This design comes from an exercise in tuning for small area on the open sky130 flow, not from production work. The RTL of this run was laid out without a check of its function. Power is estimated from default activity; no workload was simulated.

`design/flow/config.mk`:
```
export PLATFORM = sky130hd
export DESIGN_NAME = pong_lcd
export DESIGN_NICKNAME = pong_lcd
export VERILOG_FILES = /design/flow/design.v
export SDC_FILE = /design/flow/constraint.sdc
export NUM_CORES = 4
export LEC_CHECK = 0
export CAP_MARGIN = 20
export CORE_MARGIN = 2
export CORE_UTILIZATION = 40
export SLEW_MARGIN = 20
```
`design/flow/constraint.sdc`:
```
create_clock -name core_clock -period 10.0 [get_ports {CLK}]
set_input_delay 2.0000 -clock core_clock [delete_from_list [all_inputs] [get_ports {CLK}]]
set_output_delay 2.0000 -clock core_clock [all_outputs]
set_load 0.01 [all_outputs]
```
`design/flow/design.v`:
```
module lcdSync
(
	input wire CLK,
	input wire RST_IN,
	output wire LCD_HSYNC,
	output wire LCD_VSYNC,
	output wire LCD_DEN,
	output wire [9:0] X,
	output wire [8:0] Y
);
reg [9:0] x;
reg [8:0] y;
wire hend = ~x[9] & x[8] & x[7] & x[6] & x[5] & x[0];    
wire vend = y[8] & ~y[7] & y[4] & y[2];                   
always @(posedge CLK)
begin
	if (RST_IN == 1'b0)
	begin
		x <= 10'd983;
		y <= 9'd502;
	end
	else if (hend)
	begin
		x <= 10'd983;
		y <= vend ? 9'd502 : y + 9'd1;
	end
	else
		x <= x + 10'd1;
end
assign LCD_HSYNC = ~x[9] | (&x[8:0]);                     
assign LCD_VSYNC = ~(y[8] & y[7]) | (&y[6:0]);            
assign LCD_DEN = ~x[9] & ~(x[8] & x[7] & x[6] & x[5]) &   
                 (~y[8] | (~y[7] & ~(y[4] & (|y[3:0]))));  
assign X = x;
assign Y = y;
endmodule
module lcdPong
  (
   input wire 	      CLK,
   input wire 	      RST_IN,
   output wire [4:0]  R,
   output wire [5:0]  G,
   output wire [4:0]  B,
   input wire 	      DEN,
   input wire [9:0]   X,    
   input wire [8:0]   Y,    
   output wire [31:0] SEG_HEX_ALL,
   input wire [7:0]   BUTTONS
   );
  function automatic le10(input [9:0] a, input [9:0] b);
    integer i;
    reg c;
    begin
      c = 1'b1;
      for (i = 0; i < 10; i = i + 1)
        c = (~a[i] & b[i]) | ((~a[i] | b[i]) & c);
      le10 = c;
    end
  endfunction
  reg [11:0] cpt;
  reg [8:0]  bx;        
  reg [8:0]  by;        
  reg        ballDirX, ballDirY;
  reg [7:0]  r1, r2;    
  reg [9:0]  s1, s2;    
  reg [7:0]  score1, score2;
  reg        cr, cg, cb;
  wire tick = (cpt == 12'd1198);
  wire [7:0] rh = bx[8] ? r2 : r1;
  wire [8:0] byp = by + 9'd5;
  wire [8:0] rh40 = rh + 9'd40;
  wire inr = le10(rh, byp) & le10(byp, rh40);
  wire hit = inr & (ballDirX ? (bx == 9'd468) : (bx == 9'd0));
  wire up1 = BUTTONS[0] & ~BUTTONS[1];
  wire dn1 = BUTTONS[1] & ~BUTTONS[0];
  wire up2 = BUTTONS[6] & ~BUTTONS[7];
  wire dn2 = BUTTONS[7] & ~BUTTONS[6];
  wire c1u = up1 & (&s1);
  wire c1d = dn1 & ~(|s1);
  wire c2u = up2 & (&s2);
  wire c2d = dn2 & ~(|s2);
  wire [7:0] rd_ = X[8] ? r2 : r1;
  wire [8:0] rd39 = rd_ + 9'd39;
  wire [9:0] bx10 = bx + 10'd10;
  wire [8:0] by10 = by + 9'd10;
  wire gg = ((X == 10'd0) | (X == 10'd478)) & ~le10(Y, rd_) & le10(Y, rd39);
  wire rd = le10(bx, X[8:0]) & le10(X[8:0], bx10) & le10(by, Y) & le10(Y, by10);
  wire wh = (Y == 9'd0) | (Y == 9'd271);
  always @(posedge CLK)
    begin
      if (RST_IN == 0)
	begin
	  r1 <= 0; s1 <= 0; r2 <= 0; s2 <= 0;
	  score1 <= 0; score2 <= 0;
	  cpt <= 0;
	  bx <= 9'd234; by <= 9'd131;
	  ballDirX <= 1'b1; ballDirY <= 1'b1;
	  cr <= 0; cg <= 0; cb <= 0;
	end
      else
	begin
	  if (tick)
	    begin
	      cpt <= 0;
	      if (hit) ballDirX <= ~ballDirX;
	      else if (ballDirX)
		begin
		  if (bx == 9'd473) begin bx <= 9'd1; score1 <= score1 + 8'd1; end
		  else bx <= bx + 9'd1;
		end
	      else
		begin
		  if (bx == 9'd507) begin bx <= 9'd467; score2 <= score2 + 8'd1; end
		  else bx <= bx - 9'd1;
		end
	      if (ballDirY)
		begin
		  if (by == 9'd261) ballDirY <= 1'b0;
		  else by <= by + 9'd1;
		end
	      else
		begin
		  if (by == 9'd0) ballDirY <= 1'b1;
		  else by <= by - 9'd1;
		end
	    end
	  else
	    cpt <= {cpt[10:0], ~(cpt[11] ^ cpt[10] ^ cpt[9] ^ cpt[3])};
	  s1 <= s1 + {{9{dn1}}, up1 | dn1};
	  if (r1 == 0) r1 <= 1;
	  else if (r1 == 232) r1 <= 231;
	  else if (c1u) r1 <= r1 + 8'd1;
	  else if (c1d) r1 <= r1 - 8'd1;
	  s2 <= s2 + {{9{dn2}}, up2 | dn2};
	  if (r2 == 0) r2 <= 1;
	  else if (r2 == 232) r2 <= 231;
	  else if (c2u) r2 <= r2 + 8'd1;
	  else if (c2d) r2 <= r2 - 8'd1;
	  cr <= DEN & ~gg & (rd | wh);
	  cg <= DEN & (gg | (~rd & wh));
	  cb <= DEN & ~gg & ~rd & wh;
	end
    end
  assign R = {1'b0, {4{cr}}};
  assign G = {6{cg}};
  assign B = {1'b0, {4{cb}}};
  assign SEG_HEX_ALL = {8'b0, score1, 8'b0, score2};
endmodule
module pong_lcd
  (
   input wire 	      CLK,
   input wire 	      nRST,
   input wire [7:0]   BUTTONS,
   output wire [4:0]  LCD_R,
   output wire [5:0]  LCD_G,
   output wire [4:0]  LCD_B,
   output wire 	      LCD_HSYNC,
   output wire 	      LCD_VSYNC,
   output wire 	      LCD_DEN,
   output wire [31:0] SEG_HEX_ALL
   );
  wire [9:0] x;
  wire [8:0] y;
  lcdSync myLcdSync
    (
     .CLK(CLK),
     .RST_IN(nRST),
     .LCD_HSYNC(LCD_HSYNC),
     .LCD_VSYNC(LCD_VSYNC),
     .LCD_DEN(LCD_DEN),
     .X(x),
     .Y(y)
     );
  lcdPong myLcdPong
    (
     .CLK(CLK),
     .RST_IN(nRST),
     .R(LCD_R),
     .G(LCD_G),
     .B(LCD_B),
     .DEN(LCD_DEN),
     .X(x),
     .Y(y),
     .SEG_HEX_ALL(SEG_HEX_ALL),
     .BUTTONS(BUTTONS)
     );
endmodule
```
`design/flow/run.sh`:
```
#!/bin/bash
# synth_recipe.tcl (not shown) runs the flow's synth.tcl, then flattens the netlist and writes it again
# the make line also repeats each setting of config.mk as NAME=value (left out here)
make -C /OpenROAD-flow-scripts/flow DESIGN_CONFIG=/design/flow/config.mk WORK_HOME=/design/flow/orfs CLKGATE_MAP_FILE= SYNTH_SCRIPT=/design/flow/synth_recipe.tcl finish
```
==> results.yml <==
placed_design:
  place_congestion: 0.803
  port_buffers: 38
  dp_slack_ps: 4580
  dp_hpwl_um: 13300
clock_tree:
  clk_pin_slew_worst_paths_ps: 80
  cts_root_buffer: "clkbuf_16"
  clock-sinks: 106
  cts_inserted_buffers: 9
  cts_tree: "done"
  clock_latency_ps: 360
  cts_resized: 0
  cts_max_level: 3
  clock_path_buffers: 2
  post-cts-setup-buffers: 0
  cts_hold_buf: 0
sta:
  max_slew.worst_pin.slew_ps: 883
  maxSlewHeadroom: 0.409
  setup_viol: 0
  finalSetupTns_ps: 0
  fmax_mhz: 198
  whs_ps: 455
  fin_crit_ps: 5050
  worst_slack_ps: 4950
  skew_ps: 10.8
  period_share: 0.505
  hold_viol_final: 0
  rsz0062_at_grt: "no"
  drv_slew: 0
critical_path:
  worstSetupPathType: "in2reg"
  rr_endpoint: "myLcdPong.bx[6]"
  ff2ff_setup_slack_ps: 6630
  r2r_cells: 10
  worstPathArrival_ps: 5270
  cp_max_fo: 9
  crit_path_start_kind: "primary input"
  critPathRequiredTime_ps: 10210
  r2r-start: "myLcdPong.by[2]"
  critPathCaptureType: "flip-flop"
floorplanning:
  die_area_mm2: 0.0220
  die_w_um: 148
  initial_utilization: 0.410
  row_count: 52
  coreArea_mm2: 0.0203
  io_pins: 61
  chipHeight_um: 148
grt:
  track_usage: 0.172
  grt_pass1_vias: 6616
  overflow: 0
  grt_max_degree: 36
  antenna_found_initial: 0
  grt_pass1_wl_um: 31600
power_and_ir_drop:
  powerDensity_mw_per_mm2: 114
  ir_drop_mv: 0.0842
  p_leak_uw: 0.00362
synthesis:
  ys_types: 97
  syn_area_mm2: 0.00832
  syn_inst: 1018
  synth_warnings: 2
  synth_edf_count: 0
  ys_ff_latch: 106
  synthFlopType: "dfxtp_1"
  async_flop_share: 0
  ys_seq_area_frac: 0.255
  synth.avg_cell_area_um2: 8.17
status:
  status: "finished clean"
finish:
  final_cell_mix: "dfxtp_1 (106), nor2_1 (95), nand2_1 (74)"
  final_util: 0.441
  drive_above_1_share: 0.0573
  n_antenna_cell: 0
  nFillCells: 2092
  fin_nets: 1086
  area_growth_pct: 7.72
  final_common_cell: "dfxtp_1"
min_path:
  min_from: "myLcdPong.cpt[6]"
  holdPathStages: 1
  hold_class: "reg2reg"
  hold_end: "myLcdPong.cpt[7]"
drt:
  drc: 0
  drt_wl_total_um: 18100
  first_iter_violations: 377
  avgViaCountPerCell: 5.41
  detail-route-antenna-nets: 0
  drt-wirelength-per-cell_um: 14.1
  drt_first_pass_iters: 4
  vias: 6935
job:
  maxCapViolations: 0
-- cell families after synthesis --
family          after synthesis  share of synthesized area
compound gates              225                      0.196
simple gates                340                      0.205
other cells                   1                   0.000451
xor+xnor                     91                     0.0967
buf+inv                     143                     0.0842
mux                          32                     0.0403
flops                       106                      0.255
fa+ha+maj                    80                      0.122
-- routing by layer --
layer	track usage	share of wire
met4	0.0443	0.011
met5	0	0
met2	0.275	0.43
met1	0.241	0.51
met3	0.0307	0.041
-- metrics by stage --
step	cells	instance area, um2	total power (uW)
2_1_floorplan	1035	8380	643
3_3_place_gp	1266	8670	670
3_5_place_dp	1266	8670	674
4_1_cts	1282	8960	1030
5_1_grt	1282	8960	1080
6_report	1282	8960	1020
-- final cells by class --
| cell class | count | area, um2 | area share |
|---|---|---|---|
| Tap cell | 270 | 338 | 0.0377 |
| Clock inverter | 6 | 57.6 | 0.00642 |
| Sequential cell | 106 | 2120 | 0.237 |
| Multi-Input combinational cell | 786 | 5570 | 0.621 |
| Inverter | 61 | 229 | 0.0256 |
| Clock buffer | 10 | 229 | 0.0256 |
| Timing Repair Buffer | 43 | 418 | 0.0466 |
-- critical path, cell delays in order --
cell and delay (ps):
clkdlybuf4s50_1 440, inv_1 70, ha_1 140, nand4_1 90, nor2_1 120, nand4_1 440, ha_1 460, a21o_1 170
a21oi_1 220, o21bai_1 110, a2111oi_0 420, nor3_1 130, xor2_1 180, and4_1 220, nor3_1 40
-- registers in the layout, summed over array words and instances (netlist names), 8 cells and up --
register and flops:
myLcdSync.y 9, myLcdPong.score2 8, myLcdPong.s2 10, myLcdPong.by 9, myLcdPong.score1 8, myLcdPong.cpt 12
myLcdPong.r2 8, myLcdPong.bx 9, myLcdSync.x 10, myLcdPong.r1 8, myLcdPong.s1 10
-- report_power, final --
| group | internal (uW) | switching (uW) | total (uW) | leakage, uW |
|---|---|---|---|---|
| Sequential | 445 | 31.6 | 476 | 0.000862 |
| Clock | 175 | 179 | 354 | 0.000141 |
| Combinational | 89.4 | 98.3 | 188 | 0.00261 |
| Total | 709 | 309 | 1020 | 0.00362 |
-- Yosys cell counts, types with 6 or more instances --
cell type | n | area [um2]
xor2_1 | 43 | 377
nor4_1 | 8 | 50.1
o31ai_1 | 6 | 45.0
o21ai_0 | 31 | 155
and2_1 | 15 | 93.8
mux2i_1 | 24 | 240
o211ai_1 | 10 | 75.1
nand4_1 | 20 | 125
and3_1 | 27 | 169
clkbuf_1 | 30 | 113
a31oi_1 | 11 | 68.8
buf_4 | 36 | 270
a22oi_1 | 7 | 52.6
o21bai_1 | 6 | 45.0
ha_1 | 64 | 801
a21o_1 | 14 | 105
o22ai_1 | 6 | 37.5
buf_2 | 10 | 50.1
maj3_1 | 7 | 70.1
o21ai_1 | 6 | 30.0
nor2b_1 | 11 | 68.8
mux2_2 | 6 | 67.6
inv_1 | 58 | 218
xnor2_1 | 47 | 412
nand3_1 | 19 | 95.1
nand2_1 | 74 | 278
nor3_1 | 26 | 130
dfxtp_1 | 106 | 2120
nand2b_1 | 14 | 87.6
a21oi_1 | 52 | 260
nor2_1 | 95 | 357
a211oi_1 | 7 | 52.6
-- how the worst max path moves through the flow --
stage / endpoint / slack (ps) / depth (start not counted) / start
finish: myLcdPong.r2[7] / 4950 / 15 / BUTTONS[7]
global route: myLcdPong.r2[7] / 4620 / 15 / BUTTONS[7]
CTS: myLcdPong.r2[7] / 4940 / 15 / BUTTONS[7]
detailed placement: myLcdPong.r2[7] / 4580 / 15 / BUTTONS[7]
global placement: myLcdPong.r2[7] / 4570 / 14 / BUTTONS[6]
floorplan: myLcdPong.r2[7] / 5450 / 14 / BUTTONS[7]

-- port drivers added, routing unchanged --
In the flow no input, the clock included, has a driving cell. The finished layout below was timed again as built, in two steps. Step 1: set_driving_cell puts a clkbuf_16 on CLK and a buf_2 on each other input, an assumption about the parent block. Step 2 adds t to the input delays and takes it off the output delays; t is the mean of the earliest and latest rising clock arrival at the registers after step 1. Input paths then give back, and output paths get back, about the clock's delay inside the block. a / b / c = ideal ports / drivers / drivers and shift; a / b = the first two.
t, ns: 0.402
setup slack, ns: 4.945 / 4.966 / 4.564
worst slew at a driven data input, ns: 0.03
pins driven straight from the clock port: 1
After both steps setup and hold are still met in this run. The setup slack of this run moves by +0.021 ns with the drivers and by -0.381 ns with both steps.
